Context: an optimization exercise on an open-source flow, tuned for small area and a short achievable clock period. The choices shown serve that exercise and are no tape-out recipe.

T:
// cordic
module cordic(CosX,SinX,theta,Sign,clock,reset);
	output [16:0] CosX,SinX;
	input  [15:0] theta;
	input  Sign,clock,reset;
	reg [15:0] X;
	reg [16:0] Y;
	reg [14:0] Z;
	reg        zsr;            
	reg [3:0]  iteration;
	wire zs = zsr;
	wire [14:0] zop =
		(iteration == 4'd1)  ? (Z[14] ? 15'd4720 : (zs ? -15'd4719 : -15'd18321)) :
		(iteration == 4'd2)  ? (zs ? 15'd3593 : -15'd3593) :
		(iteration == 4'd3)  ? (zs ? 15'd1824 : -15'd1824) :
		(iteration == 4'd4)  ? (zs ? 15'd916  : -15'd916)  :
		(iteration == 4'd5)  ? (zs ? 15'd458  : -15'd458)  :
		(iteration == 4'd6)  ? (zs ? 15'd229  : -15'd229)  :
		(iteration == 4'd7)  ? (zs ? 15'd115  : -15'd115)  :
		(iteration == 4'd8)  ? (zs ? 15'd57   : -15'd57)   :
		(iteration == 4'd9)  ? (zs ? 15'd29   : -15'd29)   :
		(iteration == 4'd10) ? (zs ? 15'd14   : -15'd14)   :
		(iteration == 4'd11) ? (zs ? 15'd7    : -15'd7)    :
		(iteration == 4'd12) ? (zs ? 15'd4    : -15'd4)    :
		(iteration == 4'd13) ? (zs ? 15'd2    : -15'd2)    :
		(iteration == 4'd14) ? (zs ? 15'd1    : -15'd1)    : 15'd0;
	wire [16:0] yx = Y ^ {17{~zs}};
	wire [32:0] yext = {{16{yx[16]}}, yx} >> iteration;
	wire [15:0] yop = yext[15:0];
	wire [15:0] xx = X ^ {16{zs}};
	wire [32:0] xext = {{17{zs}}, xx} >> iteration;
	wire [16:0] xop = xext[16:0];
	wire [15:0] ylow = Y[15:0] & ~(16'hFFFF << iteration);
	wire yc = Y[16] & (|ylow);
	wire cx = yc ^ ~zs;
	wire cy = zs;
	wire [15:0] SumX = X + yop + cx;
	wire [16:0] SumY = Y + xop + cy;
	wire [14:0] SumZ = Z + zop;
	always @(posedge clock)
		if (reset) begin
			iteration <= 4'd1;
			X <= 16'h9B74;
			Y <= Sign ? 17'h1648C : 17'h09B74;
			Z <= {Sign, theta[13:0] ^ {14{Sign}}};
			zsr <= ~Sign & (theta != 16'h2D00);
		end else begin
			iteration <= iteration + 4'd1;
			X <= SumX;
			Y <= SumY;
			Z <= SumZ;
			zsr <= SumZ[14];
		end
  ...
==> flow/config.mk <==
export PLATFORM = sky130hd
export DESIGN_NAME = cordic
export DESIGN_NICKNAME = cordic
export VERILOG_FILES = /design/flow/design.v
export SDC_FILE = /design/flow/constraint.sdc
export NUM_CORES = 4
export LEC_CHECK = 0
export ABC_AREA = 1
export CAP_MARGIN = 20
export CORE_MARGIN = 2
export CORE_UTILIZATION = 60
export CTS_BUF_LIST = sky130_fd_sc_hd__clkbuf_8
export SETUP_SLACK_MARGIN = 0.5
export SLEW_MARGIN = 20
==> flow/constraint.sdc <==
create_clock -name core_clock -period 15.0 [get_ports {clock}]
set_input_delay 3.0000 -clock core_clock [delete_from_list [all_inputs] [get_ports {clock}]]
set_output_delay 3.0000 -clock core_clock [all_outputs]
set_load 0.01 [all_outputs]
run.sh (not shown) runs the stock make flow with config.mk's settings and CLKGATE_MAP_FILE= SYNTH_SCRIPT=/design/flow/synth_recipe.tcl, a recipe that flattens the netlist after the stock synthesis.
Modified inputs, R compared to T
- swapping 60 for 40 in CORE_UTILIZATION
- clearing ABC_AREA, which used to be 1
- clearing CTS_BUF_LIST, which used to be sky130_fd_sc_hd__clkbuf_8
Notes after the runs:
- In the reports for T and R, the larger clock transition at the registers of the reported paths belongs to T.
- In the flow results for T and R, the final worst-path cycle share is larger on T.
- R does better than T on post-layout minimum cycle time.
- R vs T, final cell count without fillers went down by 2.6%.
- Leading cell type in the layout, fill and taps excluded = sky130_fd_sc_hd__a21oi_1: R; leading cell type in the layout, fill and taps excluded = sky130_fd_sc_hd__nand2_1: T
- Relative to T, the final cell area reported for R is higher.
- Against T, wire length on met2 in R rose by more than 10%.
- T → R: arrival time at the worst endpoint went down; slack of the critical path went up; length of routed met3 wiring went down; number of multi-input logic gates went down; relative area change from synthesis to final layout went up.
Function was not checked in any run of this note: the RTL went through the layout flow alone.

## re-timing with driven ports
The results above use ideal ports. As a check the final layouts listed here were re-extracted and re-timed, cells and wires unchanged.
Step 1 sets driving cells, clkbuf_16 on the clock port and buf_2 on the other inputs (assumed; they add their load-dependent delay and slew).
Step 2 times the ports against the registers' clock, not the clock port: input delays grow and output delays shrink by t, the midpoint of the rising clock arrivals with the driver on.
Slacks: no drivers / after step 1 / after step 2; pairs: no drivers / after step 1.
| run | t, ns | setup WS [ns] | latest minus earliest clock arrival (ns) |
|---|---|---|---|
| T | 0.376 | 8.508 / 8.471 / 8.404 | 0.006 / 0.006 |
| R | 0.349 | 8.853 / 8.812 / 9.161 | 0.011 / 0.011 |
After both steps setup and hold are still met in every run listed. The setup slack of T, which loses most, moves by -0.037 ns with the drivers and by -0.104 ns with both steps.
